From an optimization exercise on the open Yosys and OpenROAD flow, aimed at small area; shortcuts taken in it are not production practice.
The RTL was checked by simulation tests, not by an equivalence proof against the original design.
The clock port is modelled as an ideal driver; clocking choices that lean on that would not hold on a real chip.
Power and IR drop assume default switching activity.

old:
Design HW21, start of the top module:
module HW21(btn,CLK,rst_n,sw,
	lcd_on,lcd_data,lcd_rs,lcd_rw,lcd_en);
Settings: LEC_CHECK=0, CAP_MARGIN=20, CORE_MARGIN=2, CORE_UTILIZATION=40, SLEW_MARGIN=20; clock period 10.0 ns.
standard.sh (not shown) runs the stock make flow with config.mk's settings and CLKGATE_MAP_FILE= SYNTH_SCRIPT=/design/flow/synth_recipe.tcl, a recipe that flattens the netlist after the stock synthesis.
==> flow/flow/run.sh <==
#!/bin/bash
# Own layout flow: the standard synthesis, then its combinational logic mapped
# again by ABC for area (registers untouched: same instances, names and cells),
# then the standard ORFS flow from floorplan on, with buf_1 port buffers and a
# clock tree without dummy loads.  Each tool's output goes to a log_*.txt here.
set -euo pipefail
W=$(pwd)
F=$W/flow
PLAT=${FLOW_PLATFORM:-sky130hd}
LIB=$FLOW_HOME/platforms/$PLAT/lib/sky130_fd_sc_hd__tt_025C_1v80.lib
R=$W/orfs/results/$PLAT/HW21/base
YOSYS=${YOSYS_EXE:-$(command -v yosys || echo $FLOW_HOME/../tools/install/yosys/bin/yosys)}

# 1. standard synthesis
bash standard.sh synth > $W/log_1_synth.txt 2>&1
cp $R/1_2_yosys.v $W/std_1_2_yosys.v

# 2. area remapping of the combinational cells
DU=""
for c in $(grep -o 'sky130_fd_sc_hd__\(lpflow_[a-z0-9_]*\|probec\?_p_8\)' $LIB | sort -u); do DU="$DU -dont_use $c"; done
cat > $W/resyn.ys <<YS
read_liberty -ignore_miss_func $LIB
read_verilog $W/std_1_2_yosys.v
hierarchy -top $FLOW_TOP
setattr -mod -set blackbox 1 sky130_fd_sc_hd__df*
flatten
delete t:\$scopeinfo
opt_clean
stat -liberty $LIB
abc -liberty $LIB $DU -script $F/area.abc
opt_clean -purge
read_liberty -lib -overwrite -ignore_miss_func $LIB
hilomap -singleton -hicell sky130_fd_sc_hd__conb_1 HI -locell sky130_fd_sc_hd__conb_1 LO
splitnets
opt_clean -purge
insbuf -buf sky130_fd_sc_hd__buf_1 A X
check -assert
stat -liberty $LIB
select $FLOW_TOP
write_verilog -selected -noattr -noexpr -nohex -nodec $W/resyn.v
YS
$YOSYS -s $W/resyn.ys > $W/log_2_resyn.txt 2>&1
cp $W/resyn.v $R/1_2_yosys.v
bash standard.sh do-1_synth > $W/log_3_synth_odb.txt 2>&1

# 3. the rest of the standard flow
export BUFFER_PORTS_ARGS="-buffer_cell sky130_fd_sc_hd__buf_1"
export CTS_ARGS="-sink_clustering_enable -repair_clock_nets -dont_use_dummy_load"
bash standard.sh finish > $W/log_4_finish.txt 2>&1
==> flow/flow/area.abc <==
strash
&get -n
&st
&dch -f
&nf -R 1000
&put
strash
&get -n
&st
&dch -f
&nf -R 1000
&put
old: all stages complete, timing, DRC and antenna checks passed
For new, these inputs were changed with respect to old:
==> flow/run.sh (new file) <==
#!/bin/bash
# synth_recipe.tcl (not shown) runs the flow's synth.tcl, then flattens the netlist and writes it again
# the make line also repeats each setting of config.mk as NAME=value (left out here)
make -C /OpenROAD-flow-scripts/flow DESIGN_CONFIG=/design/flow/config.mk WORK_HOME=/design/flow/orfs CLKGATE_MAP_FILE= SYNTH_SCRIPT=/design/flow/synth_recipe.tcl finish
removed: flow/flow/run.sh
removed: flow/flow/area.abc
removed: flow/standard.sh
--- outcome ---
new against old: last weighted congestion value of the routability-driven placer down about 0.33%, sequential share of layout area down 8.7 points, leakage power total up about 20%, final setup violation count flat.
The timing endpoint of the critical path comes out lcd_data[6] in one run and lcd_data[5] in the other, namely in old and new respectively.
Number of tap cells inserted on new is up relative to old.
Routed wire length is higher on new

========
The RTL this note starts from:
==> flow/design.v <==
module lcd_controller(iclk, irst_n, tens, units, lcd_data, lcd_rs, lcd_en);
input iclk, irst_n;
input [3:0] tens, units;
output [7:0] lcd_data;
output lcd_rs;
output reg lcd_en;
reg [12:0] s;
reg [5:0] k;
reg [8:0] rom;
wire first = (k == 6'd25);
wire done  = (k == 6'd63);
wire last  = (s[11:0] == 12'h5ca);
wire flip  = last & s[12] | first & (s == 13'h0ca7);
wire fb    = s[4] ^ s[5] ^ s[6] ^ s[12] ^ flip;
always @(posedge iclk or negedge irst_n)
	if (!irst_n) begin
		s <= 13'h05ca;
		k <= 6'd24;
		lcd_en <= 1'b0;
	end else begin
		s <= {s[11:0], fb};
		if (last & ~done) k <= k + 6'd1;
		lcd_en <= (lcd_en | (s == 13'h0e56) & ~done) & ~(s == 13'h0efe);
	end
always @*
	case (k)
	6'd24: rom = 9'h000;
	6'd25: rom = 9'h038;
	6'd26: rom = 9'h00c;
	6'd27: rom = 9'h001;
	6'd28: rom = 9'h006;
	6'd29: rom = 9'h080;
	6'd30: rom = 9'h143;
	6'd31: rom = 9'h14c;
	6'd32: rom = 9'h14b;
	6'd33: rom = 9'h120;
	6'd34: rom = 9'h153;
	6'd35: rom = 9'h145;
	6'd36: rom = 9'h154;
	6'd37: rom = 9'h13a;
	6'd38: rom = {5'h13, tens};
	6'd39: rom = {5'h13, units};
	6'd40: rom = 9'h120;
	6'd41: rom = 9'h120;
	6'd42: rom = 9'h120;
	6'd43: rom = 9'h120;
	6'd44: rom = 9'h120;
	6'd45: rom = 9'h120;
	6'd46: rom = 9'h0c0;
	6'd47: rom = 9'h120;
	6'd48: rom = 9'h120;
	6'd49: rom = 9'h120;
	6'd50: rom = 9'h120;
	6'd51: rom = 9'h120;
	6'd52: rom = 9'h120;
	6'd53: rom = 9'h120;
	6'd54: rom = 9'h120;
	6'd55: rom = 9'h120;
	6'd56: rom = 9'h120;
	6'd57: rom = 9'h120;
	6'd58: rom = 9'h120;
	6'd59: rom = 9'h120;
	6'd60: rom = 9'h120;
	6'd61: rom = 9'h120;
	6'd62: rom = 9'h120;
	6'd63: rom = 9'h120;
	default: rom = 9'h120;
	endcase
assign lcd_data = rom[7:0];
assign lcd_rs = rom[8];
endmodule
module HW21(btn,CLK,rst_n,sw,
	lcd_on,lcd_data,lcd_rs,lcd_rw,lcd_en);
input  CLK;
input  rst_n;
input [3:0] btn;
input [3:0]sw;
output [7:0] lcd_data;
output lcd_on,lcd_rs,lcd_rw,lcd_en;
wire rst = rst_n & btn[0] & btn[1] & btn[2] & btn[3];
assign lcd_on = 1'b1;
assign lcd_rw = 1'b0;
reg [14:0] q;
wire qz = ~|q[13:0];
wire tick = qz & ~q[14];
always @(posedge CLK or negedge rst_n)
	if (!rst_n) q <= 15'h0102;
	else        q <= {q[13:0], q[14] ^ q[13] ^ qz};
reg [3:0] u, t, h;
reg flag;
wire E  = tick & btn[3];
wire S  = E & ~flag & ~(btn[0] & btn[1]);    
wire dn = btn[0];                             
wire top  = h[3] & h[1] & t[1] & u[1] & u[0];    
wire uz = ~(u[3] | u[2] | u[1] | u[0]);
wire tz = ~(t[3] | t[2] | t[1] | t[0]);
wire hz = ~(h[3] | h[2] | h[1] | h[0]);
wire zero = uz & tz & hz;                        
function [3:0] tog(input [3:0] v, input d);
  tog = d ? {~v[0] & ~v[1] & ~v[2],
             ~v[0] & ~v[1] & (v[2] | v[3]),
             ~v[0] & (v[3] | v[2] | v[1]),
             1'b1}
          : {v[0] & (v[3] | v[2] & v[1]),
             v[1] & v[0],
             v[0] & ~v[3],
             1'b1};
endfunction
wire cu = dn ? uz : (u[3] & u[0]);      
wire ct = cu & (dn ? tz : (t[3] & t[0]));
wire [3:0] hT = {h[2:0] ^ {3{dn}}, 1'b1};
wire [3:0] htog = {&hT[3:0], &hT[2:0], &hT[1:0], 1'b1};
wire C  = tick & ~btn[3];               
wire sp = S & (dn ? zero : top);         
wire [3:0] Tu = sp ? 4'b0011 : {4{S}} & tog(u, dn);
wire [3:0] Tt = sp ? 4'b0010 : {4{S & cu}} & tog(t, dn);
wire [3:0] Th = sp ? 4'b1010 : {4{S & ct}} & htog;
wire keep = rst_n & ~C;
always @(posedge CLK) begin
	u <= {4{keep}} & (u ^ Tu);
	t <= {4{keep}} & (t ^ Tt);
	h <= {4{keep}} & (h ^ Th);
end
always @(posedge CLK or negedge rst_n)
	if (!rst_n) flag <= 0;
	else if (E) flag <= ~(btn[0] & btn[1] & (btn[2] | ~flag));
lcd_controller u0_lcd (
	.iclk(CLK), .irst_n(rst), .tens(t), .units(u),
	.lcd_data(lcd_data), .lcd_rs(lcd_rs), .lcd_en(lcd_en));
endmodule
Settings: LEC_CHECK=0, CAP_MARGIN=20, CORE_MARGIN=2, CORE_UTILIZATION=65, GPL_TIMING_DRIVEN=0, SLEW_MARGIN=20; clock period 10.0 ns.
==> flow/flow/run.sh <==
#!/bin/bash
# Own layout flow: the standard synthesis; its combinational logic mapped again
# by ABC for area, the best of a few scripts (registers untouched: the same
# instances, names and cells); then the standard ORFS flow with buf_1 port
# buffers and, in place of its CTS step, a few clock buffers each driving a
# group of neighbouring registers (flow/cts.tcl).  Each tool's output goes to
# a log_*.txt file here.
set -euo pipefail
W=$(pwd)
F=$W/flow
PLAT=${FLOW_PLATFORM:-sky130hd}
LIB=$FLOW_HOME/platforms/$PLAT/lib/sky130_fd_sc_hd__tt_025C_1v80.lib
R=$W/orfs/results/$PLAT/HW21/base
YOSYS=${YOSYS_EXE:-$(command -v yosys || echo $FLOW_HOME/../tools/install/yosys/bin/yosys)}

# 1. standard synthesis
bash standard.sh synth > $W/log_1_synth.txt 2>&1
cp $R/1_2_yosys.v $W/std_1_2_yosys.v

# 2. area remapping of the combinational cells
DU=""
for c in $(grep -o 'sky130_fd_sc_hd__\(lpflow_[a-z0-9_]*\|probec\?_p_8\)' $LIB | sort -u); do DU="$DU -dont_use $c"; done
# Several ABC scripts run side by side (flow/a*.abc); the smallest result is kept.
best=""; best_area=""
for sc in $F/a*.abc; do
  n=$(basename $sc .abc)
  cat > $W/resyn_$n.ys <<YS
read_liberty -ignore_miss_func $LIB
read_verilog $W/std_1_2_yosys.v
hierarchy -top $FLOW_TOP
setattr -mod -set blackbox 1 sky130_fd_sc_hd__df*
flatten
delete t:\$scopeinfo
opt_clean
stat -liberty $LIB
abc -liberty $LIB $DU -script $sc
opt_clean -purge
read_liberty -lib -overwrite -ignore_miss_func $LIB
hilomap -singleton -hicell sky130_fd_sc_hd__conb_1 HI -locell sky130_fd_sc_hd__conb_1 LO
splitnets
opt_clean -purge
insbuf -buf sky130_fd_sc_hd__buf_1 A X
check -assert
tee -o $W/resyn_$n.area stat -liberty $LIB
select $FLOW_TOP
write_verilog -selected -noattr -noexpr -nohex -nodec $W/resyn_$n.v
YS
  ( $YOSYS -s $W/resyn_$n.ys > $W/log_2_resyn_$n.txt 2>&1 || true ) &
  while (( $(jobs -rp | wc -l) >= 3 )); do sleep 1; done
done
wait
for sc in $F/a*.abc; do
  n=$(basename $sc .abc)
  [[ -s $W/resyn_$n.v ]] || continue
  a=$(grep "Chip area" $W/resyn_$n.area | awk '{print $NF}')
  echo "$n $a" >> $W/log_2_resyn_areas.txt
  if [[ -z "$best" ]] || python3 -c "import sys; sys.exit(0 if $a < $best_area else 1)"; then best=$n; best_area=$a; fi
done
echo "kept $best ($best_area)" >> $W/log_2_resyn_areas.txt
cp $W/resyn_$best.v $W/resyn.v
cp $W/resyn.v $R/1_2_yosys.v
bash standard.sh do-1_synth > $W/log_3_synth_odb.txt 2>&1

# 3. placement, standard
export BUFFER_PORTS_ARGS="-buffer_cell sky130_fd_sc_hd__buf_1"
bash standard.sh place > $W/log_4_place.txt 2>&1

# 4. clock tree (flow/cts.tcl) in place of the standard CTS step
RESULTS=$R LIB=$LIB PLAT=$PLAT CLKBUF=${CLKBUF:-sky130_fd_sc_hd__clkbuf_8} NCLK=${NCLK:-3} \
  openroad -no_init -exit $F/cts.tcl > $W/log_5_cts.txt 2>&1

# 5. routing and the rest of the standard flow
bash standard.sh finish > $W/log_6_finish.txt 2>&1
==> flow/flow/a1.abc <==
strash
&get -n
&deepsyn -T 120 -S 1
&put
strash
&get -n
&st
&dch -f
&nf -R 1000
&put
==> flow/flow/a2.abc <==
strash
&get -n
&deepsyn -T 120 -S 2
&put
strash
&get -n
&st
&nf -R 1000
&put
==> flow/flow/a3.abc <==
strash
&get -n
&deepsyn -T 120 -S 3
&put
strash
&get -n
&st
&dch -f
&nf -R 1000
&put
==> flow/flow/a4.abc <==
strash
&get -n
&deepsyn -T 120 -S 4
&put
strash
&get -n
&st
&nf -R 1000
&put
==> flow/flow/a5.abc <==
strash
&get -n
&deepsyn -T 120 -S 5
&put
strash
&get -n
&st
&dch -f
&nf -R 1000
&put
==> flow/flow/a6.abc <==
strash
&get -n
&deepsyn -T 120 -S 6
&put
strash
&get -n
&st
&nf -R 1000
&put
Other scripts of this flow, unchanged in this note and not shown: flow/flow/cts.tcl
The starting point finished clean.
==> next run, changes <==
--- a/flow/flow/run.sh
+++ b/flow/flow/run.sh
@@ -48,3 +48,2 @@
   ( $YOSYS -s $W/resyn_$n.ys > $W/log_2_resyn_$n.txt 2>&1 || true ) &
-  while (( $(jobs -rp | wc -l) >= 3 )); do sleep 1; done
 done
==> flow/flow/a1.abc (replaced) <==
strash
&get -n
&deepsyn -T 90 -S 1
&put
strash
&get -n
&st
&dch -f
&nf -R 1000
&put
==> flow/flow/a2.abc (replaced) <==
strash
&get -n
&deepsyn -T 90 -S 2
&put
strash
&get -n
&st
&nf -R 1000
&put
==> flow/flow/a3.abc (replaced) <==
strash
&get -n
&deepsyn -T 90 -S 3
&put
strash
&get -n
&st
&dch -f
&nf -R 1000
&put
strash
&get -n
&st
&dch -f
&nf -R 1000
&put
==> flow/flow/a4.abc (replaced) <==
strash
dc2
&get -n
&st
&dch -f
&nf -R 1000
&put
strash
&get -n
&st
&dch -f
&nf -R 1000
&put
Settings changed: CORE_UTILIZATION 65 to 40, GPL_TIMING_DRIVEN 0 to not set.
removed: flow/flow/a5.abc
removed: flow/flow/a6.abc
=> The changed run went through all stages and came out clean; clock skew rises by 0.0064 ns; worst setup slack gets worse by 0.012 ns; total power grows by 0.77%; synthesized area is unchanged; die area is higher by 58%.
==> next run, changes <==
==> flow/flow/a4.abc (replaced) <==
strash
&get -n
&deepsyn -T 90 -S 4
&put
strash
&get -n
&st
&dch -f
&nf -R 1000
&put
Settings changed: CORE_UTILIZATION 40 to 65, GPL_TIMING_DRIVEN set to 0.
Outcome: Clock-buffer cell count is unchanged; die area fell by 37%; sequential power barely changes; register-to-register slack hardly moves; setup slack is better by 0.012 ns.
==> next run, changes <==
Settings changed: CAP_MARGIN 20 to 0, CORE_UTILIZATION 65 to 40, GPL_TIMING_DRIVEN 0 to not set, SLEW_MARGIN 20 to 0.
Effect: Final cell count climbs by 10%; hold slack is about the same; clock-buffer cell count stays the same; design area goes up by 1.8%; utilization is lower by 29 points; power goes up by 0.77%; register-to-register slack stays flat; combinational power rises by 4.3%.

## re-timing with driven ports
No port has a modelled driver above. Below, the same layouts with a new extraction and two added sets of constraints. Step 1: set_driving_cell puts a clkbuf_16 on CLK and a buf_2 on each other input, an assumption about the parent block. Step 2 times the ports against the registers' clock, not the clock port: input delays grow and output delays shrink by t, the midpoint of the rising clock arrivals with the driver on. Slacks: ideal ports / drivers / drivers and shift; pairs: ideal ports / drivers.
run | shift t [ns] | setup slack, ns | worst setup path at the end | clock arrival spread, ns
old | 0.312 | 5.932 / 5.904 / 5.686 | input to register | 0.018 / 0.017
new | 0.329 | 5.097 / 5.069 / 5.398 | register to output | 0.013 / 0.013
the first run of note 2 | 0.196 | 5.666 / 5.693 / 5.497 | input to register | 0.007 / 0.007
the second run of note 2 | 0.201 | 5.654 / 5.684 / 5.483 | input to register | 0.013 / 0.014
the third run of note 2 | 0.196 | 5.666 / 5.693 / 5.497 | input to register | 0.007 / 0.007
the fourth run of note 2 | 0.201 | 5.654 / 5.684 / 5.483 | input to register | 0.013 / 0.014
After both steps setup and hold are still met in every run listed. For old, which loses most, drivers alone change the setup slack by -0.028 ns; drivers and shift together by -0.246 ns.
